This is an optimization exercise on Yosys and OpenROAD, whose aim is small area, not a production implementation. The RTL was checked by simulation tests, not by an equivalence proof against the original design. Power and IR drop assume default switching activity.

**flow/design.v**
```verilog
module SIGNAL_GENERATOR_ANALYZER_ONE_WIRE
(
	input CLK_100MHz,
	input rst,
	input  	MUAFR_MISO_P,
	input  	MUAFR_MISO_N,
	input 	enable_generate,
	input 	hist_valid,	 
	input 	win_end,	 
	input 	pending,	 
	output logic status_gen
);
logic [2: 0] hist_P;
logic [2: 0] hist_N;
always @(posedge CLK_100MHz)
begin
	hist_P <= {hist_P[1: 0], MUAFR_MISO_P};
	hist_N <= {hist_N[1: 0], MUAFR_MISO_N};
end
wire inc_P = MUAFR_MISO_P ^ (hist_P[2] & hist_valid);
wire inc_N = MUAFR_MISO_N ^ (hist_N[2] & hist_valid);
logic [8: 0] cnt_P;
logic [8: 0] cnt_N;
wire clr = rst | enable_generate | win_end;
wire ok_P = ~cnt_P[8] & (cnt_P[7: 0] >= 8'd25);
wire ok_N = ~cnt_N[8] & (cnt_N[7: 0] >= 8'd25);
wire [8: 0] cnt_P_val = {cnt_P[8: 2], cnt_P[1] & ~pending, cnt_P[0]};
always @(posedge CLK_100MHz)
begin
	if (clr)
		cnt_P <= {7'd1, (win_end & ~rst & ~enable_generate) ? ok_P & ok_N :
				(enable_generate & ~rst & pending) ? cnt_P[1] : 1'b0, 1'b1};
	else
		cnt_P <= cnt_P_val + inc_P;
	if (clr)
		cnt_N <= 9'd5;
	else
		cnt_N <= cnt_N + inc_N;
end
always @(posedge CLK_100MHz)
	if (rst)
		status_gen <= 0;
	else if (~enable_generate & pending)
		status_gen <= cnt_P[1];
endmodule
module SIGNAL_GENERATOR_ANALYZER
(
	input CLK_100MHz,
	input rst,
	output logic [15:0] MUAFR_MOSI_P,
	output [15:0] MUAFR_MOSI_N,
	input  logic [15:0] MUAFR_MISO_P,
	input  logic [15:0] MUAFR_MISO_N,
	input enable_generate,
	output logic [15:0] status_wire,
	output [15:0] status_gen
);
wire en = enable_generate;
logic [2: 0] rst_hist;
always @(posedge CLK_100MHz)
	rst_hist <= {rst_hist[1: 0], rst};
wire hist_valid = ~|rst_hist;
logic mode_q;
logic [6: 0] low_cnt;
logic [2: 0] win_hi;
always @(posedge CLK_100MHz)
	if (rst)
		mode_q <= 0;
	else
		mode_q <= en;
wire win_end  = (&win_hi) & (&low_cnt[6: 5]) & low_cnt[3] & ~low_cnt[2] & low_cnt[1] & ~low_cnt[0];	 
wire win_wrap = (&win_hi) & (&low_cnt[6: 5]) & low_cnt[3] & low_cnt[2];						 
wire [6: 0] slot_cnt = mode_q ? low_cnt : 7'd0;
wire slot_end = mode_q & (low_cnt == 7'd99);
always @(posedge CLK_100MHz)
	if (rst | (en & slot_end) | (~en & win_wrap))
		low_cnt <= 0;
	else if (mode_q != en)
		low_cnt <= 1;
	else
		low_cnt <= low_cnt + 1'b1;
always @(posedge CLK_100MHz)
	if (rst | en | win_wrap)
		win_hi <= 0;
	else if (&low_cnt)
		win_hi <= win_hi + 1'b1;
logic pending;
always @(posedge CLK_100MHz)
	if (rst)
		pending <= 0;
	else if (~en)
		pending <= win_end;
genvar i;
generate
	for (i = 0; i < 16; i = i + 1)
	begin : generator
		SIGNAL_GENERATOR_ANALYZER_ONE_WIRE signal_generator_analyzer_one_wire
		(
			.CLK_100MHz(CLK_100MHz),
			.rst(rst),
			.enable_generate(en),
			.MUAFR_MISO_P(MUAFR_MISO_P[i]),
			.MUAFR_MISO_N(MUAFR_MISO_N[i]),
			.hist_valid(hist_valid),
			.win_end(win_end),
			.pending(pending),
			.status_gen(status_gen[i])
		);
	end
endgenerate
logic [3: 0] j;			 
logic flag;			 
logic prev_flag;		 
logic mosi_up;			 
logic mosi_cur;			 
always @(posedge CLK_100MHz)
	if (rst)
	begin
		j <= 0;
		flag <= 1;
		prev_flag <= 0;
	end else if (~en)
	begin
		j <= 0;
		flag <= 0;
	end else
	begin
		prev_flag <= flag;
		if (slot_end)
		begin
			j <= j + 1'b1;
			if (j == 4'd15)
				flag <= ~flag;
		end
	end
always @(posedge CLK_100MHz)
	if (rst | ~en)
	begin
		mosi_up <= 0;
		mosi_cur <= 0;
	end else if (prev_flag != flag)
	begin
		mosi_up <= ~flag;
		mosi_cur <= ~flag;
	end else if (slot_end)
	begin
		if (j == 4'd15)
		begin
			mosi_up <= ~flag;
			mosi_cur <= ~flag;
		end else
			mosi_cur <= mosi_up;
	end else
		mosi_cur <= (slot_cnt < 7'd96) ? flag : ~flag;
integer k;
always @*
	for (k = 0; k < 16; k = k + 1)
		MUAFR_MOSI_P[k] = (k < j) ? ~flag : (k == j) ? mosi_cur : mosi_up;
assign MUAFR_MOSI_N = ~MUAFR_MOSI_P;
wire miso_p_j = MUAFR_MISO_P[j];
wire miso_n_j = MUAFR_MISO_N[j];
wire match = (miso_p_j == flag) & (miso_n_j != flag);
logic [6: 0] match_cnt;
logic [15: 0] left;
always @(posedge CLK_100MHz)
	if (rst | ~en | slot_end)
		match_cnt <= 0;
	else if (match)
		match_cnt <= match_cnt + 1'b1;
always @(posedge CLK_100MHz)
	if (rst)
		left <= 0;
	else if (~en)
		left[j] <= 0;
	else if (slot_end)
		left[j] <= match;
logic seen, multi;
always @*
begin
	seen = 0;
	multi = 0;
	for (k = 0; k < 14; k = k + 1)
	begin
		multi = multi | (seen & (MUAFR_MISO_P[k] == miso_p_j));
		seen = seen | (MUAFR_MISO_P[k] == miso_p_j);
	end
end
wire short_P = seen & ~multi;
wire short_N = miso_n_j ? (&MUAFR_MISO_N[13: 0]) : ~(|MUAFR_MISO_N[13: 0]);
logic [7: 0] cnt_kz_P;
logic [7: 0] cnt_kz_N;
always @(posedge CLK_100MHz)
	if (rst)
	begin
		cnt_kz_P <= 0;
		cnt_kz_N <= 0;
	end else if (en)
	begin
		if (slot_cnt == 7'd98)
			cnt_kz_P <= 0;
		else if (short_P)
			cnt_kz_P <= cnt_kz_P + 1'b1;
		if (slot_end)
			cnt_kz_N <= 0;
		else if (short_N)
			cnt_kz_N <= cnt_kz_N + 1'b1;
	end
logic verdict;
always @(posedge CLK_100MHz)
	if (slot_cnt == 7'd97)
		verdict <= (cnt_kz_P > 8'd87) & (cnt_kz_N > 8'd87);
	else if (slot_cnt == 7'd98)
		verdict <= verdict & ((match_cnt > 7'd51) | ((match_cnt == 7'd51) & left[j]));
always @(posedge CLK_100MHz)
	if (rst)
		status_wire <= 0;
	else if (en & slot_end & ~flag)
		status_wire[j] <= verdict;
endmodule
```
**flow/constraint.sdc**
```tcl
create_clock -name core_clock -period 10.0 [get_ports {CLK_100MHz}]
set_input_delay 2.0000 -clock core_clock [delete_from_list [all_inputs] [get_ports {CLK_100MHz}]]
set_output_delay 2.0000 -clock core_clock [all_outputs]
set_load 0.01 [all_outputs]
```
**flow/flow/run.sh**
```bash
#!/bin/bash
# The standard layout (standard.sh) with three changes to how the layout is made:
#  - ABC maps the logic with an area-oriented script (flow/abc_area.script),
#  - ports get sky130_fd_sc_hd__buf_1 buffers,
#  - CTS builds the tree from clkbuf_8 with clusters of at most 16 sinks and no dummy loads.
set -e
rm -rf scripts_mod
cp -r "$FLOW_HOME/scripts" scripts_mod
cp flow/abc_area.script scripts_mod/abc_area.script
export SCRIPTS_DIR="$PWD/scripts_mod"
export ABC_AREA=1
export BUFFER_PORTS_ARGS="-buffer_cell sky130_fd_sc_hd__buf_1"
export CTS_ARGS="-sink_clustering_enable -repair_clock_nets -dont_use_dummy_load -buf_list sky130_fd_sc_hd__clkbuf_8 -sink_clustering_size 16 -sink_clustering_max_diameter 60"
bash standard.sh > standard.log 2>&1
```
**flow/standard.sh**
```bash
#!/bin/bash
# synth_recipe.tcl (not shown) runs the flow's synth.tcl, then flattens the netlist and writes it again
# the make line also repeats each setting of config.mk as NAME=value (left out here)
make -C /OpenROAD-flow-scripts/flow DESIGN_CONFIG=/design/flow/config.mk WORK_HOME=/design/flow/orfs CLKGATE_MAP_FILE= SYNTH_SCRIPT=/design/flow/synth_recipe.tcl "${@:-finish}"
```
**flow/flow/abc_area.script**
```
strash
dc2
&get -n
&dch -f
&nf -R 1000 -p -a
&put
strash
dc2
&get -n
&dch -f
&nf -R 1000 -p -F 8 -A 4 -a
&put
```
**flow/config.mk**
```make
export PLATFORM = sky130hd
export DESIGN_NAME = SIGNAL_GENERATOR_ANALYZER
export DESIGN_NICKNAME = SIGNAL_GENERATOR_ANALYZER
export VERILOG_FILES = /design/flow/design.v
export SDC_FILE = /design/flow/constraint.sdc
export NUM_CORES = 4
export LEC_CHECK = 0
export CAP_MARGIN = 20
export CORE_MARGIN = 2
export CORE_UTILIZATION = 75
export PLACE_DENSITY = 0.85
export SLEW_MARGIN = 20
```
==> results.txt, run 1 <==
The mean routed wirelength per cell is 17.9 um. Between clock sinks in the finished design, the worst skew comes to 0.0494 ns. The maximum single-stage delay on the critical path came out at 0.74 ns.

The peak ir drop on the vdd network is 0.126 mV. The power density over the cells is 150 nW/um^2. Derived from the worst setup path, the maximum achievable clock frequency is 155 MHz. The shortest period the worst path allows came out at 6.44 ns. The sequential element share of the synthesized area came out at 51.1%. After synthesis, the largest area contributor takes up 48.4% of total cell area. The via count of the first global-routing pass was 14900. The largest driver fanout on the critical path is 17. The clock-pin transition on the worst setup and hold timing paths is 0.10 ns. The multi-input combinational cell area is 9160 sq um. The H-tree was split into 2 levels. The maximum number of pins on one net before global-route repair came out at 103.

The mapped netlist covers 19100 sq um. The post-place setup slack is 3.24 ns. The first TritonRoute pass finished after 5 iterations.

The die extent in y is 164 um. Adding up every negative setup slack in the final design gives 0 ns. The flow ran to the end and the layout has no timing, DRC or antenna violations. The final worst setup slack is 3.56 ns. Traced cell by cell, the critical path runs through clkinv_1, nor2_1, o21ai_0, a21oi_1, a221oi_1, o21ai_2, xor2_1, nand4_1, nor2_1, nand3_1, or2_0, nor2_1, and2_0, and3_1, mux2i_1, xnor2_1, nor3_1, nand2b_1, nand4_1, nor2b_1, nand2_1, or3_1, a21oi_1. The number of library cell types mapped by synthesis came out at 54.

The count of flip-flops with a built-in enable after synthesis came out at 17. Data on the critical path is required at its endpoint by 10.49 ns. The first-pass GRT wire length came out at 70800 um. The dominant register cell in the synthesized netlist is sky130_fd_sc_hd__dfxtp_1. The final period utilization is 64.4%. Clock tree synthesis selected as its root buffer the cell sky130_fd_sc_hd__clkbuf_8. The HPWL after detailed placement came out at 29600 um.

The number of failing setup endpoints in the final timing report came out at 0. The TritonCTS sink count is 479. The headroom to the max-slew limit is 29.2%. The synthesis-stage register bit count came out at 479. In this run the post-CTS setup repair buffer count came out at 0. The global placer's final weighted congestion is 0.890. The average instance area after synthesis is 9.60 sq um. In this run the remaining antenna-violating nets after routing total 0. The post-cts repair resize count is 0. The number of I/O pins came out at 99. The detailed-route via count is 16100.

In the final design database the tool counted 2237 nets. Dividing the detail-routed via count by the number of cells gives 6.55. The die outline area is 26800 sq um. The area of all sequential standard cells came out at 9760 sq um. The number of hold-slack violations in the final timing report came to 0.

The final global-route overflow total is 0. By startpoint and endpoint, the worst setup path is classified as flip-flop to flip-flop. In this run the worst hold path is classified as flip-flop to flip-flop. The largest buffer count on any clock path came out at 3. The most area-hungry cell type in the Yosys netlist is sky130_fd_sc_hd__dfxtp_1.

The number of buffer cells added on primary ports came out at 98. Ranked by total cell area, the synthesized netlist is headed by sky130_fd_sc_hd__dfxtp_1 48%, sky130_fd_sc_hd__nor3_1 6.4%, sky130_fd_sc_hd__a21oi_1 5.8%. The number of filler instances in the final layout came out at 1659.

The max-capacitance violation count came out at 0. In the final layout, the share of cells above drive strength 1 is 2.73%. The worst endpoint data arrival time came out at 6.93 ns. The final wirelength is 43900 um. The synthesized instance count is 1990.

The cell leakage power is 7.59 nW. STA classifies the critical path startpoint as a flip-flop. The starting density of the core came out at 76.1%.

On the critical path, the stage with the largest delay is an instance of sky130_fd_sc_hd__nor2_1. The number of buffers inserted by hold repair at cts is 0. The number of pins with negative max-slew slack in the final report came out at 0. The layout overhead on the synthesized area is 6.95%.

The most common cell type on the critical path is sky130_fd_sc_hd__nor2_1. TritonCTS built the clock tree. The die is 164 um wide. The number of placement rows came out at 58. Setup repair after global routing left no endpoint under its margin. The yosys synthesis warning count came out at 2. STA classifies the critical path endpoint as a flip-flop.

The initial antenna violation count is 2. The async set-or-reset flop fraction in the synthesized netlist is 0%. The worst-skew pair later-pin latency is 0.58 ns. The iteration-0 DRC count of the detailed router is 1348. In the routed design, unresolved DRC markers number 0. In this run, CTS created clock tree buffers numbering 37. The synthesized net count is 2101.

In this run the standard cell core region covers 25100 sq um. In the global route stage, overall resource usage came out at 32.2%. The transition time of the tightest slew-check pin is 1.06 ns.
==> per-layer routing <==
metal	track usage (%)	share of wire (%)	vias to the layer above
met5	0	0.030	-
met2	54.0	47	601
met3	4.67	7.5	106
met4	11.2	2.9	2
li1	-	-	7751
met1	42.9	43	7618
==> state kept, by name, indices dropped and copies added, names as in the netlist, 8 cells and up <==
| register | cells |
|---|---|
| cnt_kz_N | 8 |
| cnt_kz_P | 8 |
| generator.signal_generator_analyzer_one_wire.cnt_N | 144 |
| generator.signal_generator_analyzer_one_wire.cnt_P | 144 |
| generator.signal_generator_analyzer_one_wire.hist_N | 48 |
| generator.signal_generator_analyzer_one_wire.hist_P | 48 |
| generator.signal_generator_analyzer_one_wire.status_gen | 16 |
| left | 16 |
| status_wire | 16 |
==> report_power, final <==
part	switching (W)	total (W)	internal, W	leakage [nW]
registers	0.0000285	0.00199	0.00196	3.97
logic	0.000104	0.000170	0.0000655	3.35
clock network	0.000578	0.000912	0.000334	0.266
total	0.000711	0.00307	0.00236	7.59
==> worst max-delay path: cells and delay by family (launching register included) <==
family	cells	cell delay, ns
AO/OA/AOI/OAI	5	1.29
XOR/XNOR	2	0.40
buffers and inverters	1	0.45
flip-flops	1	0.70
multiplexers	1	0.22
AND/OR/NAND/NOR	14	3.34
==> path summary, 6_finish.rpt <==
kind                                start     endpoint  slack, ns  cells past startpoint
worst max-delay path                 j[2]  cnt_kz_P[7]       3.56                     23
worst min register to register  flip-flop    flip-flop       0.29                      0
worst min-delay path            flip-flop    flip-flop       0.29                      0
worst max register to register       j[2]  cnt_kz_P[7]       3.56                     23
==> layout make-up <==
| cell class | count | area share [%] |
|---|---|---|
| Inverter | 25 | 0.459 |
| Tap cell | 330 | 2.02 |
| Antenna cell | 1 | 0.0122 |
| Sequential cell | 479 | 47.8 |
| Clock buffer | 37 | 2.49 |
| Multi-Input combinational cell | 1470 | 44.8 |
| Timing Repair Buffer | 113 | 2.45 |
==> synth_stat cells, drive strengths merged (6+ instances only) <==
| library cell | instances |
|---|---|
| o311ai | 18 |
| a31oi | 71 |
| o21a | 6 |
| a311oi | 6 |
| o41ai | 21 |
| and4 | 67 |
| nor4 | 9 |
| nor3 | 244 |
| a22oi | 10 |
| edfxtp | 17 |
| nor2b | 19 |
| xnor2 | 76 |
| and2 | 25 |
| nand2b | 42 |
| buf | 16 |
| xor2 | 15 |
| dfxtp | 462 |
| mux2i | 6 |
| o311a | 14 |
| and3 | 135 |
| nor2 | 67 |
| nand3 | 39 |
| o21ai | 35 |
| a21oi | 222 |
| clkinv | 25 |
| nand4 | 16 |
| ha | 76 |
| nand2 | 173 |
==> cell usage in the layout, fill, tap and decap left out, drive strengths merged, types with 6 or more instances in the layout <==
cell type,count
nand2,173
edfxtp,17
nor2b,19
nand3,39
nand2b,42
xnor2,76
buf,112
o311ai,18
o311a,14
nor2,67
mux2i,6
a311oi,6
a22oi,10
and3,135
nor3,244
nand4,16
o41ai,21
o21ai,35
and2,25
clkinv,25
a31oi,71
ha,76
o21a,6
nor4,9
a21oi,222
xor2,15
dfxtp,462
and4,67
clkbuf,38
==> logic make-up after synthesis <==
| group | synth area share, % |
|---|---|
| buffers and inverters | 1.12 |
| XOR/XNOR | 4.17 |
| AND/OR/NAND/NOR | 23.7 |
| flip-flops | 51.1 |
| adder cells (fa/ha/maj) | 4.98 |
| AO/OA/AOI/OAI | 14.2 |
| multiplexers | 0.727 |
==> metrics by stage <==
step / util [%] / instances / cell area (sq um) / hold WS (ns) / power [W]
2_1_floorplan: - / 1990 / 19100 / 0.310 / 0.00214
3_3_place_gp: 79.3 / 2416 / 19900 / 0.310 / 0.00219
3_5_place_dp: 79.3 / 2416 / 19900 / 0.312 / 0.00220
4_1_cts: 81.3 / 2453 / 20400 / 0.295 / 0.00308
5_1_grt: 81.4 / 2454 / 20400 / 0.299 / 0.00318
6_report: 81.4 / 2455 / 20400 / 0.295 / 0.00307
==> inputs of run 2 (changes only) <==
--- a/flow/config.mk
+++ b/flow/config.mk
@@ -8,5 +8,4 @@
 export CAP_MARGIN = 20
 export CORE_MARGIN = 2
-export CORE_UTILIZATION = 75
-export PLACE_DENSITY = 0.85
+export CORE_UTILIZATION = 40
 export SLEW_MARGIN = 20
==> run 2 against run 1 <==
Count of clock-buffer cells in the layout is 2 higher; cell count rose by 12%; non-clock buffer count is the same; total power up 1.2%; final area is 1.9% higher; critical path type unchanged; critical endpoint unchanged.
==> results.txt, run 2 <==
The horizontal die dimension came to 223 um (was 164 um). The number of buffers inserted by hold repair at cts is 0 (unchanged). The cell at the root of the clock tree is sky130_fd_sc_hd__clkbuf_8 (unchanged).

The cell area after placement is 20300 sq um (was 19900 sq um). The first-pass GRT wire length is 73100 um (was 70800 um). The layout cell share with drive strength beyond 1 is 2.87% (was 2.73%). The setup skew after layout came out at 0.0716 ns (was 0.0494 ns). The layout overhead on the synthesized area came out at 8.98% (was 6.95%). The global placer's final weighted congestion was 0.872 (was 0.890). The fraction of post-synthesis cell area in the top cell type by area came out at 48.4% (unchanged).

The length of the first detailed-routing pass in iterations was 5 (unchanged). The number of H-tree branching levels is 2 (unchanged). The mean number of vias per cell is 5.59 (was 6.55). The peak ir drop on the vdd network is 0.0819 mV (was 0.126 mV). The achievable frequency is 155 MHz (about the same). The sum of buffers and inverters on the critical path came out at 1 (unchanged). The slowest cell on the critical path is sky130_fd_sc_hd__nor2_1 (unchanged). Biggest registers after layout: generator.signal_generator_analyzer_one_wire.cnt_N (144), generator.signal_generator_analyzer_one_wire.cnt_P (144) (unchanged).

The mean routed wirelength per cell came out at 16.4 um (was 17.9 um). The TritonCTS clock tree is done (unchanged). The worst-skew pair later-pin latency was 0.62 ns (was 0.58 ns). The count of placed standard cells including taps came out at 2701 (was 2416). The via count of the first global-routing pass came out at 14200 (was 14900).

The number of library cell types mapped by synthesis came to 54 (unchanged). The async set-or-reset flop fraction in the synthesized netlist is 0% (unchanged). The headroom to the max-slew limit came out at 28.7% (was 29.2%). The max-capacitance violation count is 0 (unchanged). The most area-hungry cell type in the Yosys netlist is sky130_fd_sc_hd__dfxtp_1 (unchanged). The transition time of the tightest slew-check pin was 1.07 ns (was 1.06 ns).

The post-layout net count is 2239 (was 2237). The most repeated cell in the gate-level netlist after synthesis is sky130_fd_sc_hd__dfxtp_1 (unchanged). The yosys synthesis warning count is 2 (unchanged).

The worst hold path class is flip-flop to flip-flop (unchanged). The post-cts repair resize count came out at 0 (unchanged). The die outline area is 49500 sq um (was 26800 sq um). The element type at the critical path start was a flip-flop (unchanged). The sequential element share of the synthesized area is 51.1% (unchanged). Worst path cell trace: clkinv_1, nor2_1, o21ai_0, a21oi_1, a221oi_1, o21ai_2, xor2_1, nand4_1, nor2_1, nand3_1, or2_0, nor2_1, and2_0, and3_1, mux2i_1, xnor2_1, nor3_1, nand2b_1, nand4_1, nor2b_1, nand2_1, or3_1, a21oi_1 (unchanged).

The number of buffer cells added on primary ports is 98 (unchanged). The most common cell after layout, fill and taps aside is sky130_fd_sc_hd__dfxtp_1 (unchanged). The met2 track utilization from global routing came out at 28.8% (was 54.0%). The final global-route overflow total came out at 0 (unchanged). The critical path required time is 10.53 ns (was 10.49 ns). The detailed-route via count came to 15300 (was 16100). The final period utilization came out at 64.5% (was 64.4%). The initial antenna violation count is 3 (was 2). The summed instance area of the synthesized netlist came out at 19100 sq um (unchanged). Unrepaired setup endpoints after global routing: no (unchanged). Top area cells in the synthesized netlist: sky130_fd_sc_hd__dfxtp_1 48%, sky130_fd_sc_hd__nor3_1 6.4%, sky130_fd_sc_hd__a21oi_1 5.8% (unchanged). The worst endpoint data arrival time came to 6.98 ns (was 6.93 ns). The maximum single-stage delay on the critical path is 0.79 ns (was 0.74 ns).

Commonest cells after routing, fill and taps aside: 462 x sky130_fd_sc_hd__dfxtp_1, 242 x sky130_fd_sc_hd__nor3_1, 222 x sky130_fd_sc_hd__a21oi_1 (unchanged). The DRC violation count after routing came out at 0 (unchanged). The dominant register cell in the synthesized netlist is sky130_fd_sc_hd__dfxtp_1 (unchanged). The shortest period the worst path allows is 6.45 ns (was 6.44 ns). The number of I/O pins was 99 (unchanged).

The clock-pin transition on the worst setup and hold timing paths is 0.10 ns (about the same). The total clock buffers created by CTS came to 39 (was 37). The final cell count without fillers is 2743 (was 2455). The die extent in y is 223 um (was 164 um). The count of flip-flops with a built-in enable after synthesis came out at 17 (unchanged). The largest driver fanout on the critical path is 17 (unchanged). The synthesized net count came out at 2101 (unchanged). The most common cell type on the critical path is sky130_fd_sc_hd__nor2_1 (unchanged). The power density over the cells came out at 149 nW/um^2 (was 150 nW/um^2).

The largest buffer count on any clock path came out at 3 (unchanged). The number of failing setup endpoints in the final timing report was 0 (unchanged). The global routing met3 resource utilization is 3.35% (was 4.67%).

The met1 track demand over resource came to 24.6% (was 42.9%). The number of hold-slack violations in the final timing report was 0 (unchanged). The busiest layer in global routing is met2 (unchanged).

The TritonCTS sink count came to 479 (unchanged). The number of pins with negative max-slew slack in the final report is 0 (unchanged). The average instance area after synthesis is 9.60 sq um (unchanged). The kind of end point of the critical path is a flip-flop (unchanged). The number of placement rows came out at 80 (was 58).

The synthesis-stage register bit count came out at 479 (unchanged). Commonest cells in the netlist: 462 x sky130_fd_sc_hd__dfxtp_1, 244 x sky130_fd_sc_hd__nor3_1, 222 x sky130_fd_sc_hd__a21oi_1 (unchanged). The finished layout cell area came to 20800 sq um (was 20400 sq um). The cell leakage power is 7.60 nW (was 7.59 nW).

The setup total negative slack is 0 ns (unchanged). The kind of critical path was flip-flop to flip-flop (unchanged). The maximum number of pins on one net before global-route repair was 98 (was 103). The overall track demand over capacity in global routing came out at 18.0% (was 32.2%). The cell family contributing the most delay on the critical path was simple AND/OR/NAND/NOR gates (unchanged).

The number of buffers inserted to repair setup after CTS came out at 0 (unchanged). The final wirelength came to 45000 um (was 43900 um). The synthesized instance count came out at 1990 (unchanged). The remaining antenna violation count after routing is 0 (unchanged).

The iteration-0 DRC count of the detailed router came out at 1003 (was 1348). The HPWL after detailed placement is 30300 um (was 29600 um). Outcome: complete, no violations (unchanged).

The area of the core region is 47400 sq um (was 25100 sq um). The starting density of the core is 40.3% (was 76.1%).
-- run 2: cell counts after synthesis --
Identical to the previous run, type by type.
-- run 2: path summary, 6_finish.rpt --
path                   from     endpoint  slack, ns  cells after the start
setup / recovery       j[2]  cnt_kz_P[7]       3.55                     23
hold / removal    flip-flop    flip-flop       0.29                      0
setup reg to reg       j[2]  cnt_kz_P[7]       3.55                     23
hold reg to reg   flip-flop    flip-flop       0.29                      0
-- run 2: cells by family (layout without fill, tap and decap cells) --
family	Yosys count	in the layout	share of synthesized area (%)
XOR/XNOR	91	91	4.17
multiplexers	12	12	0.727
buffers and inverters	41	177	1.12
AND/OR/NAND/NOR	848	848	23.7
AO/OA/AOI/OAI	443	443	14.2
other	0	2	0
adder cells (fa/ha/maj)	76	76	4.98
flip-flops	479	479	51.1
-- run 2: final cells by class --
cell class	count	area [sq um]
Antenna cell	2	5.00
Clock buffer	39	537
Fill cell	4646	26600
Inverter	25	93.8
Multi-Input combinational cell	1470	9160
Sequential cell	479	9760
Tap cell	615	769
Timing Repair Buffer	113	502
-- run 2: per-layer routing --
layer  routed length, um  vias up
met5                  13        -
met4                1150        2
met3                2140       79
met2               20100      305
met1               21600     7219
li1                    -     7725
-- run 2: power breakdown --
| group | internal, W | switching (W) | leakage [nW] |
|---|---|---|---|
| Combinational | 0.0000650 | 0.000103 | 3.35 |
| Sequential | 0.00196 | 0.0000278 | 3.97 |
| Clock | 0.000351 | 0.000599 | 0.280 |
-- run 2: per-stage QoR --
| step | total power (W) | worst slack (ns) | utilization, % | hold slack [ns] |
|---|---|---|---|---|
| 2_1_floorplan | 0.00214 | 2.75 | - | 0.310 |
| 3_3_place_gp | 0.00220 | 3.36 | 42.7 | 0.310 |
| 3_5_place_dp | 0.00220 | 3.19 | 42.7 | 0.312 |
| 4_1_cts | 0.00316 | 3.64 | 43.8 | 0.294 |
| 5_1_grt | 0.00326 | 2.95 | 43.9 | 0.300 |
| 6_report | 0.00311 | 3.55 | 43.9 | 0.292 |
==> inputs of run 3 (changes only) <==
==> flow/flow/abc_area.script (replaced) <==
strash
&get -n
&b
&syn4
&put
strash
dc2
&get -n
&dch -f
&nf -R 1000 -p -a
&put
strash
dc2
&get -n
&dch -f
&nf -R 1000 -p -a
&put
==> run 3 against run 2 <==
Largest cell class unchanged; area after synthesis is 1.4% lower; fmax grew 27%; hold slack better by 0.0090 ns; cell count shrank 2.7%; still clean; clock power decreased by 0.4%; count of clock-buffer cells in the layout stayed put; combinational power rose by 14%.
==> results.txt, run 3 <==
The maximum number of pins on one net before global-route repair is 97 (was 98). The number of filler instances in the final layout is 4529 (was 4646). The layout overhead on the synthesized area came out at 8.89% (was 8.98%). The slowest cell on the critical path is sky130_fd_sc_hd__or4_1 (was sky130_fd_sc_hd__nor2_1). The number of buffer cells added on primary ports is 98 (unchanged). The HPWL after detailed placement was 29800 um (was 30300 um). The finished layout cell area is 20500 sq um (was 20800 sq um). The number of placement rows came out at 79 (was 80). The mean number of vias per cell came out at 5.63 (was 5.59). The power density over the cells came out at 152 nW/um^2 (was 149 nW/um^2). The remaining antenna violation count after routing is 0 (unchanged). The largest driver fanout on the critical path came out at 11 (was 17). The number of failing setup endpoints in the final timing report is 0 (unchanged). The element type at the critical path start is an input port (was flip-flop).

The most area-hungry cell type in the Yosys netlist is sky130_fd_sc_hd__dfxtp_1 (unchanged). The largest buffer count on any clock path came out at 3 (unchanged). The TritonCTS sink count is 479 (unchanged). The cell area after placement came out at 20000 sq um (was 20300 sq um). The iteration-0 DRC count of the detailed router came out at 939 (was 1003). The launching point of the worst reg2reg path is j[0] (was j[2]). Outcome: complete, no violations (unchanged). The multi-input combinational cell area is 8900 sq um (was 9160 sq um). The initial antenna violation count came out at 1 (was 3). The kind of end point of the critical path is a flip-flop (unchanged). The DRC violation count after routing came out at 0 (unchanged). The number of buffers inserted by hold repair at cts is 0 (unchanged). The via count of the first global-routing pass is 14000 (was 14200). The global placer's final weighted congestion came to 0.819 (was 0.872). The clock-pin transition on the worst setup and hold timing paths is 0.09 ns (was 0.10 ns).

The peak ir drop on the vdd network came to 0.111 mV (was 0.0819 mV). The synthesized instance count is 1928 (was 1990). The setup skew after layout is 0.0723 ns (was 0.0716 ns). The synthesized net count is 2039 (was 2101). The end-of-flow core utilization came out at 44.1% (was 43.9%). The area of all sequential standard cells is 9760 sq um (about the same). The most repeated cell in the gate-level netlist after synthesis was sky130_fd_sc_hd__dfxtp_1 (unchanged). The count of placed standard cells including taps is 2630 (was 2701). The die outline area is 48800 sq um (was 49500 sq um). The die extent in y came to 221 um (was 223 um). The max-capacitance violation count is 0 (unchanged).

The antenna diode instance count came out at 0 (was 2). The average instance area after synthesis came to 9.77 sq um (was 9.60 sq um). The cell at the root of the clock tree is sky130_fd_sc_hd__clkbuf_8 (unchanged). The first-pass GRT wire length is 71000 um (was 73100 um). The cell leakage power came out at 7.66 nW (was 7.60 nW). The mean routed wirelength per cell is 16.5 um (was 16.4 um).

The number of cells on the worst reg-to-reg path came to 18 (was 23). The capturing point of the worst reg2reg path is cnt_kz_P[4] (was cnt_kz_P[7]). The final global-route overflow total came to 0 (unchanged). Unrepaired setup endpoints after global routing: no (unchanged). Biggest registers after layout: generator.signal_generator_analyzer_one_wire.cnt_N (144), generator.signal_generator_analyzer_one_wire.cnt_P (144) (unchanged).

The most common cell after layout, fill and taps aside is sky130_fd_sc_hd__dfxtp_1 (unchanged). The number of H-tree branching levels is 2 (unchanged). Commonest cells in the netlist: 462 x sky130_fd_sc_hd__dfxtp_1, 231 x sky130_fd_sc_hd__nor3_1, 174 x sky130_fd_sc_hd__a21oi_1 (was 462 x sky130_fd_sc_hd__dfxtp_1, 244 x sky130_fd_sc_hd__nor3_1, 222 x sky130_fd_sc_hd__a21oi_1).

The final wirelength came out at 44000 um (was 45000 um). The worst endpoint data arrival time is 5.66 ns (was 6.98 ns). The post-layout net count came out at 2175 (was 2239). The flop-to-flop setup slack came out at 5.58 ns (was 3.55 ns).

The worst hold path class is flip-flop to flip-flop (unchanged). The detailed-route via count came out at 15000 (was 15300). The number of pins with negative max-slew slack in the final report came out at 0 (unchanged). The worst-skew pair later-pin latency is 0.63 ns (was 0.62 ns). The post-cts repair resize count was 0 (unchanged). The hold-critical path depth came out at 0 (unchanged). The horizontal die dimension came to 221 um (was 223 um). The achievable frequency came out at 196 MHz (was 155 MHz).

The starting density of the core came to 40.5% (was 40.3%). The critical path required time came out at 10.56 ns (was 10.53 ns). Top area cells in the synthesized netlist: sky130_fd_sc_hd__dfxtp_1 49%, sky130_fd_sc_hd__nor3_1 6.1%, sky130_fd_sc_hd__ha_1 5.0% (was sky130_fd_sc_hd__dfxtp_1 48%, sky130_fd_sc_hd__nor3_1 6.4%, sky130_fd_sc_hd__a21oi_1 5.8%). The final period utilization is 51.0% (was 64.5%). The number of I/O pins is 99 (unchanged). The total chip power was 0.00313 W (was 0.00311 W). The TritonCTS clock tree is done (unchanged). The layout cell share with drive strength beyond 1 is 2.81% (was 2.87%).

The summed instance area of the synthesized netlist is 18800 sq um (was 19100 sq um). The final cell count without fillers came out at 2669 (was 2743). Commonest cells after routing, fill and taps aside: 461 x sky130_fd_sc_hd__dfxtp_1, 229 x sky130_fd_sc_hd__nor3_1, 173 x sky130_fd_sc_hd__a21oi_1 (was 462 x sky130_fd_sc_hd__dfxtp_1, 242 x sky130_fd_sc_hd__nor3_1, 222 x sky130_fd_sc_hd__a21oi_1). The kind of critical path is input port to flip-flop (was flip-flop to flip-flop). The maximum single-stage delay on the critical path was 0.75 ns (was 0.79 ns). The number of buffers inserted to repair setup after CTS came to 0 (unchanged). The sequential element share of the synthesized area is 51.8% (was 51.1%). The overall track demand over capacity in global routing is 17.6% (was 18.0%).

The shortest period the worst path allows is 5.10 ns (was 6.45 ns). The fraction of post-synthesis cell area in the top cell type by area came out at 49.1% (was 48.4%). The count of flip-flops with a built-in enable after synthesis is 17 (unchanged). The number of hold-slack violations in the final timing report came to 0 (unchanged). Worst path cell trace: buf_1, a22o_1, a221oi_1, nor3_1, or4_1, nor3_1, a31oi_1, or2_0, o31ai_1, o211ai_1, a21oi_1, o21ai_0, nor2_1, and2_0, a31oi_1, a21oi_1 (was clkinv_1, nor2_1, o21ai_0, a21oi_1, a221oi_1, o21ai_2, xor2_1, nand4_1, nor2_1, nand3_1, or2_0, nor2_1, and2_0, and3_1, mux2i_1, xnor2_1, nor3_1, nand2b_1, nand4_1, nor2b_1, nand2_1, or3_1, a21oi_1). The total clock buffers created by CTS is 39 (unchanged). The number of library cell types mapped by synthesis came out at 51 (was 54). The headroom to the max-slew limit came out at 27.7% (was 28.7%). The length of the first detailed-routing pass in iterations came out at 5 (unchanged). The setup total negative slack was 0 ns (unchanged). The yosys synthesis warning count is 2 (unchanged).

The async set-or-reset flop fraction in the synthesized netlist is 0% (unchanged). The transition time of the tightest slew-check pin is 1.08 ns (was 1.07 ns). The area of the core region came out at 46600 sq um (was 47400 sq um). The dominant register cell in the synthesized netlist is sky130_fd_sc_hd__dfxtp_1 (unchanged). The synthesis-stage register bit count came out at 479 (unchanged).
==> run 3: metal layers <==
metal  global-route usage, %  up-vias  part of all wire, %
li1                        -     7538                    -
met1                    23.9     7086                   48
met2                    28.1      332                   44
met3                    3.45       76                  5.6
met4                    5.52        2                  2.7
met5                       0        -                0.030
==> run 3: kinds of logic (layout without fill, tap and decap cells) <==
group                      after synthesis  in the layout  synth area share, %
and+or+nand+nor                        774            774                 22.5
buffers and inverters                   40            174                 1.12
AOI/OAI and AO/OA                      483            483                 15.9
adders and majority gates               76             76                 5.05
DFF                                    479            479                 51.8
xor gates and xnor gates                70             70                 3.25
muxes                                    6              6                0.345
==> run 3: worst max-delay path by stage <==
stage	from	endpoint	slack, ns	depth (start not counted)
finish	MUAFR_MISO_P[1]	cnt_kz_P[4]	4.90	16
global placement	MUAFR_MISO_P[1]	cnt_kz_P[4]	4.43	16
floorplan	enable_generate	flip-flop	2.75	2
global route	MUAFR_MISO_P[1]	cnt_kz_P[4]	4.61	16
detailed placement	MUAFR_MISO_P[1]	cnt_kz_P[4]	4.26	16
CTS	MUAFR_MISO_P[1]	cnt_kz_P[4]	4.95	16
==> run 3: per-stage QoR <==
| step | setup slack [ns] | hold WS [ns] |
|---|---|---|
| floorplan | 2.75 | 0.310 |
| global placement | 4.43 | 0.310 |
| detailed placement | 4.26 | 0.312 |
| CTS | 4.95 | 0.294 |
| global route | 4.61 | 0.295 |
| finish | 4.90 | 0.301 |
==> run 3: critical path, delay by kind of cell <==
kind                   cells  cell delay (ns)
AOI/OAI and AO/OA          9             1.48
buffers and inverters      1             0.20
and+or+nand+nor            6             1.97
==> run 3: where the power goes <==
part	total [W]	switching, W	internal (W)
combinational	0.000192	0.000121	0.0000710
sequential	0.00199	0.0000282	0.00196
clock	0.000945	0.000594	0.000351
==> run 3: cell type report <==
cell class	instances	area share (%)
Timing Repair Buffer	111	2.27
Sequential cell	479	47.6
Multi-Input combinational cell	1409	43.4
Tap cell	607	3.70
Clock buffer	39	2.62
Inverter	24	0.439
==> inputs of run 4 (changes only) <==
--- a/flow/flow/run.sh
+++ b/flow/flow/run.sh
@@ -11,4 +11,4 @@
 export ABC_AREA=1
 export BUFFER_PORTS_ARGS="-buffer_cell sky130_fd_sc_hd__buf_1"
-export CTS_ARGS="-sink_clustering_enable -repair_clock_nets -dont_use_dummy_load -buf_list sky130_fd_sc_hd__clkbuf_8 -sink_clustering_size 16 -sink_clustering_max_diameter 60"
+export CTS_ARGS="-sink_clustering_enable -repair_clock_nets -dont_use_dummy_load -buf_list sky130_fd_sc_hd__clkbuf_16 -sink_clustering_size 28 -sink_clustering_max_diameter 80"
 bash standard.sh > standard.log 2>&1
==> flow/flow/abc_area.script (replaced) <==
strash
dc2
&get -n
&dch -f
&nf -R 1000 -p -a
&put
strash
dc2
&get -n
&dch -f
&nf -R 1000 -p -F 8 -A 4 -a
&put
==> run 4 against run 3 <==
Critical path type is now flip-flop to flip-flop; combinational power is 13% lower; largest cell class unchanged; non-clock buffer count up 2; cell count increased by 2.3%; hold slack got worse by 0.0045 ns; critical path depth is 7 higher; routed wire length grew 1.3%; clock skew shrank 0.027 ns; area after synthesis is 1.5% higher.
==> results.txt, run 4 <==
The DRC violation count after routing is 0 (unchanged). The share of synthesized cell area in full adder, half adder and majority cells came out at 4.98% (was 5.05%). The fraction of post-synthesis cell area in the top cell type by area came to 48.4% (was 49.1%). The kind of end point of the critical path is a flip-flop (unchanged). The multi-input combinational cell area came out at 9160 sq um (was 8900 sq um). The maximum number of pins on one net before global-route repair came to 98 (was 97). The count of flip-flops with a built-in enable after synthesis came to 17 (unchanged). Unrepaired setup endpoints after global routing: no (unchanged). Commonest cells in the netlist: 462 x sky130_fd_sc_hd__dfxtp_1, 244 x sky130_fd_sc_hd__nor3_1, 222 x sky130_fd_sc_hd__a21oi_1 (was 462 x sky130_fd_sc_hd__dfxtp_1, 231 x sky130_fd_sc_hd__nor3_1, 174 x sky130_fd_sc_hd__a21oi_1).

The number of buffers inserted to repair setup after CTS came to 0 (unchanged). Commonest cells after routing, fill and taps aside: 462 x sky130_fd_sc_hd__dfxtp_1, 242 x sky130_fd_sc_hd__nor3_1, 222 x sky130_fd_sc_hd__a21oi_1 (was 461 x sky130_fd_sc_hd__dfxtp_1, 229 x sky130_fd_sc_hd__nor3_1, 173 x sky130_fd_sc_hd__a21oi_1). The most area-hungry cell type in the Yosys netlist is sky130_fd_sc_hd__dfxtp_1 (unchanged). The sequential element share of the synthesized area is 51.1% (was 51.8%). The initial antenna violation count was 3 (was 1).

The global placer's final weighted congestion is 0.872 (was 0.819). The cell leakage power came out at 7.64 nW (was 7.66 nW). The count of placed standard cells including taps is 2701 (was 2630). The synthesized net count came out at 2101 (was 2039). The largest buffer count on any clock path is 3 (unchanged). The async set-or-reset flop fraction in the synthesized netlist is 0% (unchanged).

The layout cell share with drive strength beyond 1 is 2.27% (was 2.81%). The TritonCTS sink count is 479 (unchanged). Top area cells in the synthesized netlist: sky130_fd_sc_hd__dfxtp_1 48%, sky130_fd_sc_hd__nor3_1 6.4%, sky130_fd_sc_hd__a21oi_1 5.8% (was sky130_fd_sc_hd__dfxtp_1 49%, sky130_fd_sc_hd__nor3_1 6.1%, sky130_fd_sc_hd__ha_1 5.0%).

The number of pins with negative max-slew slack in the final report came to 0 (unchanged). The die extent in y came out at 223 um (was 221 um). The starting density of the core came to 40.3% (was 40.5%). The maximum single-stage delay on the critical path is 0.79 ns (was 0.75 ns). The setup total negative slack is 0 ns (unchanged).

The endpoint of the worst setup timing path is cnt_kz_P[7] (was cnt_kz_P[4]). Biggest registers after layout: generator.signal_generator_analyzer_one_wire.cnt_N (144), generator.signal_generator_analyzer_one_wire.cnt_P (144) (unchanged). The number of I/O pins is 99 (unchanged). The power density over the cells is 153 nW/um^2 (was 152 nW/um^2). The finished layout cell area came out at 20900 sq um (was 20500 sq um). The HPWL after detailed placement is 30300 um (was 29800 um). The worst-case hold slack is 0.296 ns (was 0.301 ns). The number of H-tree branching levels is 1 (was 2). The number of hold-slack violations in the final timing report is 0 (unchanged).

The post-place setup slack is 3.19 ns (was 4.26 ns). The post-synthesis compound-gate area fraction is 14.2% (was 15.9%). The most common cell after layout, fill and taps aside is sky130_fd_sc_hd__dfxtp_1 (unchanged).

The number of library cell types mapped by synthesis is 54 (was 51). The summed instance area of the synthesized netlist is 19100 sq um (was 18800 sq um). The kind of critical path is flip-flop to flip-flop (was input port to flip-flop). The number of filler instances in the final layout was 4623 (was 4529).

The length of the first detailed-routing pass in iterations is 5 (unchanged). The area of the core region is 47400 sq um (was 46600 sq um). The launching point of the worst reg2reg path is j[2] (was j[0]). The via count of the first global-routing pass is 14100 (was 14000). The area of all sequential standard cells is 9760 sq um (about the same). The dominant register cell in the synthesized netlist is sky130_fd_sc_hd__dfxtp_1 (unchanged). The average instance area after synthesis came to 9.60 sq um (was 9.77 sq um). The capturing point of the worst reg2reg path was cnt_kz_P[7] (was cnt_kz_P[4]). The peak ir drop on the vdd network was 0.0750 mV (was 0.111 mV).

The number of failing setup endpoints in the final timing report came out at 0 (unchanged). The portion of netlist area occupied by mux cells is 0.727% (was 0.345%). The shortest period the worst path allows came out at 6.48 ns (was 5.10 ns). The synthesis-stage register bit count came out at 479 (unchanged). The post-layout net count came out at 2226 (was 2175). The worst-skew pair later-pin latency came out at 0.58 ns (was 0.63 ns). The iteration-0 DRC count of the detailed router is 956 (was 939). The number of buffer cells added on primary ports was 98 (unchanged).

The TritonCTS clock tree is done (unchanged). The number of buffers inserted by hold repair at cts is 0 (unchanged). The hold-critical path depth is 0 (unchanged). The flop-to-flop setup slack was 3.52 ns (was 5.58 ns). The post-cts repair resize count came to 0 (unchanged). The yosys synthesis warning count is 2 (unchanged). The achievable frequency came out at 154 MHz (was 196 MHz).

The number of cells on the worst reg-to-reg path is 23 (was 18). The worst endpoint data arrival time was 6.98 ns (was 5.66 ns). The cell area after placement came out at 20300 sq um (was 20000 sq um). The overall track demand over capacity in global routing is 17.6% (about the same). The critical path launch point is j[2] (was MUAFR_MISO_P[1]).

The main combinational cell family by area after synthesis is simple AND/OR/NAND/NOR gates (unchanged). The most repeated cell in the gate-level netlist after synthesis is sky130_fd_sc_hd__dfxtp_1 (unchanged). The setup skew after layout came out at 0.0457 ns (was 0.0723 ns). The mean routed wirelength per cell came to 16.3 um (was 16.5 um).

The horizontal die dimension came out at 223 um (was 221 um). The area fraction in and, or, nand and nor cells after synthesis was 23.7% (was 22.5%). The transition time of the tightest slew-check pin came out at 1.09 ns (was 1.08 ns).

The mean number of vias per cell is 5.58 (was 5.63). The clock-pin transition on the worst setup and hold timing paths is 0.10 ns (was 0.09 ns). The total clock buffers created by CTS came out at 26 (was 39). The synthesized instance count came out at 1990 (was 1928). The final global-route overflow total came out at 0 (unchanged). The number of placement rows is 80 (was 79).

The final worst setup slack is 3.52 ns (was 4.90 ns). The final cell count without fillers came out at 2730 (was 2669). The post-synthesis xor/xnor area fraction came out at 4.17% (was 3.25%). The remaining antenna violation count after routing came to 0 (unchanged). The worst hold path class is flip-flop to flip-flop (unchanged).

The final wirelength came out at 44500 um (was 44000 um). The final period utilization is 64.8% (was 51.0%). The first-pass GRT wire length is 72500 um (was 71000 um). Worst path cell trace: clkinv_1, nor2_1, o21ai_0, a21oi_1, a221oi_1, o21ai_2, xor2_1, nand4_1, nor2_1, nand3_1, or2_0, nor2_1, and2_0, and3_1, mux2i_1, xnor2_1, nor3_1, nand2b_1, nand4_1, nor2b_1, nand2_1, or3_1, a21oi_1 (was buf_1, a22o_1, a221oi_1, nor3_1, or4_1, nor3_1, a31oi_1, or2_0, o31ai_1, o211ai_1, a21oi_1, o21ai_0, nor2_1, and2_0, a31oi_1, a21oi_1). The critical path required time is 10.50 ns (was 10.56 ns). The max-capacitance violation count is 0 (unchanged). The largest driver fanout on the critical path came out at 17 (was 11). The detailed-route via count was 15200 (was 15000). Outcome: complete, no violations (unchanged). The die outline area was 49500 sq um (was 48800 sq um). The cell at the root of the clock tree is sky130_fd_sc_hd__clkbuf_16 (was sky130_fd_sc_hd__clkbuf_8).

The slowest cell on the critical path is sky130_fd_sc_hd__nor2_1 (was sky130_fd_sc_hd__or4_1). The cell that appears most often on the critical path is sky130_fd_sc_hd__nor2_1. The headroom to the max-slew limit came out at 27.2% (was 27.7%). The element type at the critical path start is a flip-flop (was input port). The layout overhead on the synthesized area is 9.58% (was 8.89%).
## run 4: worst max-delay path: cells and delay by family, from the launching register on
kind | cells | cell delay (ns)
flops | 1 | 0.70
buf+inv | 1 | 0.46
compound gates | 5 | 1.32
xor+xnor | 2 | 0.39
mux | 1 | 0.22
simple gates | 14 | 3.33
## run 4: area by class of cell
cell class                      count  area share (%)
Inverter                           25           0.448
Antenna cell                        2          0.0239
Tap cell                          615            3.67
Sequential cell                   479            46.6
Multi-Input combinational cell   1470            43.7
Clock buffer                       26            3.11
Timing Repair Buffer              113            2.40
## run 4: how the worst min path moves through the flow
stage	startpoint	slack, ns	to
after CTS	flip-flop	0.30	flip-flop
after global routing	flip-flop	0.30	flip-flop
after detailed placement	flip-flop	0.31	flip-flop
final	flip-flop	0.30	flip-flop
after floorplan	flip-flop	0.31	flip-flop
after global placement	flip-flop	0.31	flip-flop
## run 4: cells by family after synthesis
kind of cell | count (synthesis)
simple gates | 848
flops | 479
compound gates | 443
xor+xnor | 91
fa+ha+maj | 76
buf+inv | 41
mux | 12
## run 4: power by group
group | leakage (nW) | total [W] | switching, W | internal [W]
sequential | 3.97 | 0.00199 | 0.0000275 | 0.00196
clock | 0.320 | 0.00105 | 0.000588 | 0.000463
combinational | 3.35 | 0.000168 | 0.000103 | 0.0000650
## run 4: metal layers
layer  wire length (um)  GRT usage [%]  part of all wire [%]
met1              21500           24.5                    48
met2              20200           28.8                    45
met3               1950           2.18                   4.4
met4                923           4.89                   2.1
met5                 13              0                 0.029
## run 4: per-stage QoR
stage / util [%] / power (W)
4_1_cts: 44.1 / 0.00325
3_5_place_dp: 42.7 / 0.00220
6_report: 44.1 / 0.00321
2_1_floorplan: - / 0.00214
3_3_place_gp: 42.7 / 0.00220
5_1_grt: 44.1 / 0.00335
==> inputs of run 5 (changes only) <==
--- a/flow/design.v
+++ b/flow/design.v
@@ -1,3 +1,6 @@
 module SIGNAL_GENERATOR_ANALYZER_ONE_WIRE
+#(
+	parameter SHARE = 0
+)
 (
 	input CLK_100MHz,
@@ -9,4 +12,8 @@
 	input 	win_end,	 
 	input 	pending,	 
+	input 	mode_q,		 
+	input 	match,		 
+	input 	slot_end,	 
+	output	[6: 0] match_cnt,	 
 	output logic status_gen
 );
@@ -33,9 +40,26 @@
 	else
 		cnt_P <= cnt_P_val + inc_P;
-	if (clr)
-		cnt_N <= 9'd5;
-	else
-		cnt_N <= cnt_N + inc_N;
 end
+generate
+	if (SHARE)
+	begin : shared
+		wire [8: 0] base = (mode_q == enable_generate) ? cnt_N : 9'd5;
+		wire step = enable_generate ? match : inc_N;
+		wire cnt_clr = rst | (enable_generate & mode_q & slot_end) | (~enable_generate & ~mode_q & win_end);
+		always @(posedge CLK_100MHz)
+			if (cnt_clr)
+				cnt_N <= 9'd5;
+			else
+				cnt_N <= base + step;
+	end else
+	begin : alone
+		always @(posedge CLK_100MHz)
+			if (clr)
+				cnt_N <= 9'd5;
+			else
+				cnt_N <= cnt_N + inc_N;
+	end
+endgenerate
+assign match_cnt = cnt_N[6: 0];
 always @(posedge CLK_100MHz)
 	if (rst)
@@ -57,4 +81,7 @@
 );
 wire en = enable_generate;
+wire match;			 
+wire slot_end;			 
+wire [6: 0] match_cnt_ch [15: 0];
 logic [2: 0] rst_hist;
 always @(posedge CLK_100MHz)
@@ -72,5 +99,5 @@
 wire win_wrap = (&win_hi) & (&low_cnt[6: 5]) & low_cnt[3] & low_cnt[2];						 
 wire [6: 0] slot_cnt = mode_q ? low_cnt : 7'd0;
-wire slot_end = mode_q & (low_cnt == 7'd99);
+assign slot_end = mode_q & (low_cnt == 7'd99);
 always @(posedge CLK_100MHz)
 	if (rst | (en & slot_end) | (~en & win_wrap))
@@ -95,5 +122,5 @@
 	for (i = 0; i < 16; i = i + 1)
 	begin : generator
-		SIGNAL_GENERATOR_ANALYZER_ONE_WIRE signal_generator_analyzer_one_wire
+		SIGNAL_GENERATOR_ANALYZER_ONE_WIRE #(.SHARE(i == 15)) signal_generator_analyzer_one_wire
 		(
 			.CLK_100MHz(CLK_100MHz),
@@ -105,4 +132,8 @@
 			.win_end(win_end),
 			.pending(pending),
+			.mode_q(mode_q),
+			.match(match),
+			.slot_end(slot_end),
+			.match_cnt(match_cnt_ch[i]),
 			.status_gen(status_gen[i])
 		);
@@ -160,12 +191,7 @@
 wire miso_p_j = MUAFR_MISO_P[j];
 wire miso_n_j = MUAFR_MISO_N[j];
-wire match = (miso_p_j == flag) & (miso_n_j != flag);
-logic [6: 0] match_cnt;
+assign match = (miso_p_j == flag) & (miso_n_j != flag);
+wire [6: 0] match_cnt = match_cnt_ch[15];
 logic [15: 0] left;
-always @(posedge CLK_100MHz)
-	if (rst | ~en | slot_end)
-		match_cnt <= 0;
-	else if (match)
-		match_cnt <= match_cnt + 1'b1;
 always @(posedge CLK_100MHz)
 	if (rst)
@@ -211,5 +237,5 @@
 		verdict <= (cnt_kz_P > 8'd87) & (cnt_kz_N > 8'd87);
 	else if (slot_cnt == 7'd98)
-		verdict <= verdict & ((match_cnt > 7'd51) | ((match_cnt == 7'd51) & left[j]));
+		verdict <= verdict & ((match_cnt > 7'd56) | ((match_cnt == 7'd56) & left[j]));
 always @(posedge CLK_100MHz)
 	if (rst)
--- a/flow/flow/run.sh
+++ b/flow/flow/run.sh
@@ -11,4 +11,4 @@
 export ABC_AREA=1
 export BUFFER_PORTS_ARGS="-buffer_cell sky130_fd_sc_hd__buf_1"
-export CTS_ARGS="-sink_clustering_enable -repair_clock_nets -dont_use_dummy_load -buf_list sky130_fd_sc_hd__clkbuf_16 -sink_clustering_size 28 -sink_clustering_max_diameter 80"
+export CTS_ARGS="-sink_clustering_enable -repair_clock_nets -dont_use_dummy_load -buf_list sky130_fd_sc_hd__clkbuf_8 -sink_clustering_size 16 -sink_clustering_max_diameter 60"
 bash standard.sh > standard.log 2>&1
==> flow/flow/abc_area.script (replaced) <==
strash
&get -n
&b
&syn4
&put
strash
dc2
&get -n
&dch -f
&nf -R 1000 -p -a
&put
strash
dc2
&get -n
&dch -f
&nf -R 1000 -p -a
&put
==> run 5 against run 4 <==
Setup slack gained 1.5 ns; critical endpoint is now MUAFR_MOSI_N[11]; register-to-register slack gained 2.0 ns; first-iteration DRC count shrank 1.4%; still clean on timing, DRC and antenna; combinational power is essentially flat.
==> results.txt, run 5 <==
The mean routed wirelength per cell was 15.9 um (was 16.3 um). The post-synthesis compound-gate area fraction was 14.3% (was 14.2%). The number of failing setup endpoints in the final timing report was 0 (unchanged).

The slowest cell on the critical path is sky130_fd_sc_hd__dfxtp_1 (was sky130_fd_sc_hd__nor2_1). The area of all sequential standard cells came out at 9620 sq um (was 9760 sq um). The HPWL after detailed placement is 29400 um (was 30300 um).

The TritonCTS clock tree is done (unchanged). The yosys synthesis warning count came to 3 (was 2). The worst hold path class is flip-flop to flip-flop (unchanged).

The mean number of vias per cell came out at 5.45 (was 5.58). The power density over the cells came to 150 nW/um^2 (was 153 nW/um^2). The maximum number of pins on one net before global-route repair is 91 (was 98). The count of flip-flops with a built-in enable after synthesis is 17 (unchanged). The number of library cell types mapped by synthesis is 53 (was 54). The post-place setup slack was 4.46 ns (was 3.19 ns).

The final wirelength came out at 43400 um (was 44500 um). Unrepaired setup endpoints after global routing: no (unchanged). The number of buffers inserted to repair setup after CTS is 0 (unchanged). The post-synthesis xor/xnor area fraction was 4.17% (about the same). The number of I/O pins came to 99 (unchanged).

The horizontal die dimension came out at 220 um (was 223 um). The transition time of the tightest slew-check pin is 1.02 ns (was 1.09 ns). The number of buffer cells added on primary ports is 98 (unchanged). The synthesized net count came out at 2098 (was 2101).

The post-cts repair resize count is 0 (unchanged). The largest driver fanout on the critical path came to 22 (was 17). The overall track demand over capacity in global routing is 17.9% (was 17.6%). The main combinational cell family by area after synthesis was simple AND/OR/NAND/NOR gates (unchanged). The dominant register cell in the synthesized netlist is sky130_fd_sc_hd__dfxtp_1 (unchanged). The portion of netlist area occupied by mux cells is 0.348% (was 0.727%).

The initial antenna violation count is 6 (was 3). The most area-hungry cell type in the Yosys netlist was sky130_fd_sc_hd__dfxtp_1 (unchanged). The via count of the first global-routing pass came out at 13900 (was 14100).

The final worst setup slack was 4.97 ns (was 3.52 ns). The starting density of the core came out at 40.3% (about the same). The kind of end point of the critical path is a primary output (was flip-flop). The clock-pin transition on the worst setup and hold timing paths came out at 0.11 ns (was 0.10 ns). The shortest period the worst path allows came out at 5.03 ns (was 6.48 ns). The post-layout net count came out at 2236 (was 2226).

The setup total negative slack came out at 0 ns (unchanged). The summed instance area of the synthesized netlist came out at 18700 sq um (was 19100 sq um). The detailed-route via count is 14900 (was 15200). The multi-input combinational cell area came to 8880 sq um (was 9160 sq um). The TritonCTS sink count is 472 (was 479). The achievable frequency is 199 MHz (was 154 MHz). The peak ir drop on the vdd network is 0.0788 mV (was 0.0750 mV). The first-pass GRT wire length came out at 70100 um (was 72500 um). The die outline area is 48500 sq um (was 49500 sq um). The headroom to the max-slew limit is 32.2% (was 27.2%). The most repeated cell in the gate-level netlist after synthesis is sky130_fd_sc_hd__dfxtp_1 (unchanged). The kind of critical path is flip-flop to primary output (was flip-flop to flip-flop). The global placer's final weighted congestion was 0.877 (was 0.872). The area fraction in and, or, nand and nor cells after synthesis came out at 23.4% (was 23.7%). The area of the core region is 46400 sq um (was 47400 sq um). The async set-or-reset flop fraction in the synthesized netlist is 0% (unchanged). The largest buffer count on any clock path came out at 3 (unchanged). The layout cell share with drive strength beyond 1 is 2.73% (was 2.27%). The number of filler instances in the final layout came out at 4435 (was 4623). The maximum single-stage delay on the critical path came to 0.89 ns (was 0.79 ns). The max-capacitance violation count is 0 (unchanged). The number of hold-slack violations in the final timing report is 0 (unchanged).

The end-of-flow core utilization came out at 44.0% (was 44.1%). The sequential element share of the synthesized area came out at 51.4% (was 51.1%). The critical path required time came out at 8.00 ns (was 10.50 ns). Biggest registers after layout: generator.signal_generator_analyzer_one_wire.cnt_N (144), generator.signal_generator_analyzer_one_wire.cnt_P (144) (unchanged).

The most common cell type on the critical path is sky130_fd_sc_hd__o21ai_0 (was sky130_fd_sc_hd__nor2_1). The cell at the root of the clock tree is sky130_fd_sc_hd__clkbuf_8 (was sky130_fd_sc_hd__clkbuf_16). The length of the first detailed-routing pass in iterations is 5 (unchanged). Commonest cells in the netlist: 455 x sky130_fd_sc_hd__dfxtp_1, 197 x sky130_fd_sc_hd__nor3_1, 184 x sky130_fd_sc_hd__nand2_1 (was 462 x sky130_fd_sc_hd__dfxtp_1, 244 x sky130_fd_sc_hd__nor3_1, 222 x sky130_fd_sc_hd__a21oi_1). The number of H-tree branching levels came out at 2 (was 1). The layout overhead on the synthesized area came to 9.09% (was 9.58%). The remaining antenna violation count after routing came to 0 (unchanged). The number of placement rows is 79 (was 80). The iteration-0 DRC count of the detailed router is 943 (was 956). Top area cells in the synthesized netlist: sky130_fd_sc_hd__dfxtp_1 49%, sky130_fd_sc_hd__nor3_1 5.3%, sky130_fd_sc_hd__ha_1 5.2% (was sky130_fd_sc_hd__dfxtp_1 48%, sky130_fd_sc_hd__nor3_1 6.4%, sky130_fd_sc_hd__a21oi_1 5.8%). The fraction of post-synthesis cell area in the top cell type by area came to 48.7% (was 48.4%). The number of buffers inserted by hold repair at cts is 0 (unchanged). The synthesis-stage register bit count came out at 472 (was 479). The cell leakage power came to 7.51 nW (was 7.64 nW).

The element type at the critical path start is a flip-flop (unchanged). The most common cell after layout, fill and taps aside is sky130_fd_sc_hd__dfxtp_1 (unchanged). The number of pins with negative max-slew slack in the final report is 0 (unchanged). The die extent in y is 220 um (was 223 um).

The average instance area after synthesis is 9.41 sq um (was 9.60 sq um). The total clock buffers created by CTS came out at 39 (was 26). The worst endpoint data arrival time came out at 3.03 ns (was 6.98 ns). The final period utilization is 50.3% (was 64.8%).

The synthesized instance count is 1986 (was 1990). The worst-skew pair later-pin latency came to 0.62 ns (was 0.58 ns). Worst path cell trace: nand2_1, o21ai_0, o21ba_1, o21ai_0, clkinv_1, buf_1 (was clkinv_1, nor2_1, o21ai_0, a21oi_1, a221oi_1, o21ai_2, xor2_1, nand4_1, nor2_1, nand3_1, or2_0, nor2_1, and2_0, and3_1, mux2i_1, xnor2_1, nor3_1, nand2b_1, nand4_1, nor2b_1, nand2_1, or3_1, a21oi_1).

Outcome: complete, no violations (unchanged). The final global-route overflow total is 0 (unchanged). Commonest cells after routing, fill and taps aside: 455 x sky130_fd_sc_hd__dfxtp_1, 195 x sky130_fd_sc_hd__nor3_1, 184 x sky130_fd_sc_hd__nand2_1 (was 462 x sky130_fd_sc_hd__dfxtp_1, 242 x sky130_fd_sc_hd__nor3_1, 222 x sky130_fd_sc_hd__a21oi_1). The setup skew after layout was 0.0545 ns (was 0.0457 ns). The DRC violation count after routing came out at 0 (unchanged). The share of synthesized cell area in full adder, half adder and majority cells is 5.15% (was 4.98%).
[run 5: cell types whose count changed in the layout (fill, tap and decap cells not counted), moves of 15 or more]
| cell | delta |
|---|---|
| sky130_fd_sc_hd__nor2_1 | +67 |
| sky130_fd_sc_hd__o41ai_1 | -15 |
| sky130_fd_sc_hd__nor3_1 | -47 |
| sky130_fd_sc_hd__a21oi_1 | -65 |
| sky130_fd_sc_hd__clkbuf_8 | +39 |
| sky130_fd_sc_hd__and2_0 | +16 |
| sky130_fd_sc_hd__clkbuf_16 | -26 |
| sky130_fd_sc_hd__and3_1 | -21 |
| sky130_fd_sc_hd__and4_1 | -33 |
| sky130_fd_sc_hd__o21ai_0 | +74 |
| sky130_fd_sc_hd__a22o_1 | +25 |
[run 5: where the power goes]
part | total [W] | internal [W] | switching [W]
clock | 0.000936 | 0.000351 | 0.000586
sequential | 0.00196 | 0.00193 | 0.0000271
combinational | 0.000171 | 0.0000650 | 0.000106
[run 5: through the flow]
step                      cell area, sq um  hold WS (ns)  instances  total power, W
after floorplan                      18700         0.310       1986         0.00211
after global placement               19800         0.310       2690         0.00217
after detailed placement             19800         0.312       2690         0.00218
after CTS                            20400         0.323       2729         0.00312
after global routing                 20400         0.323       2732         0.00322
final                                20400         0.319       2735         0.00307
[run 5: routing by layer]
metal	global-route usage, %	part of all wire, %	vias up
met5	0	0	-
met4	6.09	2.5	0
met3	3.97	5.7	73
met2	28.9	45	328
met1	23.6	47	6974
li1	-	-	7533
[run 5: worst paths after layout]
path                                 from               end  slack (ns)  depth (start not counted)
worst max register to register       j[0]       cnt_kz_P[7]        5.55                         17
worst min-delay path            flip-flop         flip-flop        0.32                          0
worst min register to register  flip-flop         flip-flop        0.32                          0
worst max-delay path                 j[2]  MUAFR_MOSI_N[11]        4.97                          6
[run 5: worst max-delay path: cells and delay by family (launching register included)]
kind,cells,cell delay [ns]
AO/OA/AOI/OAI,3,0.81
buffers and inverters,2,0.25
flip-flops,1,0.89
AND/OR/NAND/NOR,1,0.45
[run 5: cell families (layout without fill, tap and decap cells)]
family	count (synthesis)	after routing
AND/OR/NAND/NOR	856	856
flip-flops	472	472
AO/OA/AOI/OAI	442	442
XOR/XNOR	89	89
adder cells (fa/ha/maj)	77	77
buffers and inverters	44	180
multiplexers	6	6
other	0	6
[run 5: cell type report]
class                   instances  area share [%]
flip-flops and latches        472            47.2
well taps                     607            3.72
diodes                          6          0.0736
multi-input cells            1470            43.5
inverters                      28           0.515
repair buffers                113            2.36
clock buffers                  39            2.63

==> separate check: timing with driven ports <==
No port has a modelled driver above. Below, the same layouts with a new extraction and two added sets of constraints.
Step 1 (the two cells are an assumption about what drives the block):
set clk [get_ports {CLK_100MHz}]
set_driving_cell -lib_cell sky130_fd_sc_hd__clkbuf_16 $clk
set_driving_cell -lib_cell sky130_fd_sc_hd__buf_2 [delete_from_list [all_inputs] $clk]
Step 2, shift: input delay + t, output delay - t, t = (earliest + latest rising clock arrival at the registers) / 2. This alone moves slack from input paths to output paths.
Three values: ideal, step 1, step 2; two values: the first two.
run | t, ns | setup WS [ns] | hold slack, ns | worst slew at a driven data input, ns
run 1 | 0.599 | 3.559 / 3.559 / 3.130 | 0.295 / 0.295 / 0.295 | 0.09
run 2 | 0.638 | 3.547 / 3.547 / 3.195 | 0.292 / 0.292 / 0.292 | 0.11
run 3 | 0.637 | 4.902 / 4.927 / 4.290 | 0.301 / 0.301 / 0.301 | 0.10
run 4 | 0.612 | 3.515 / 3.515 / 3.157 | 0.296 / 0.296 / 0.296 | 0.10
run 5 | 0.641 | 4.968 / 4.919 / 4.442 | 0.319 / 0.319 / 0.319 | 0.11
After both steps setup and hold are still met in every run listed. For run 3, which loses most, drivers alone change the setup slack by +0.025 ns; drivers and shift together by -0.612 ns.
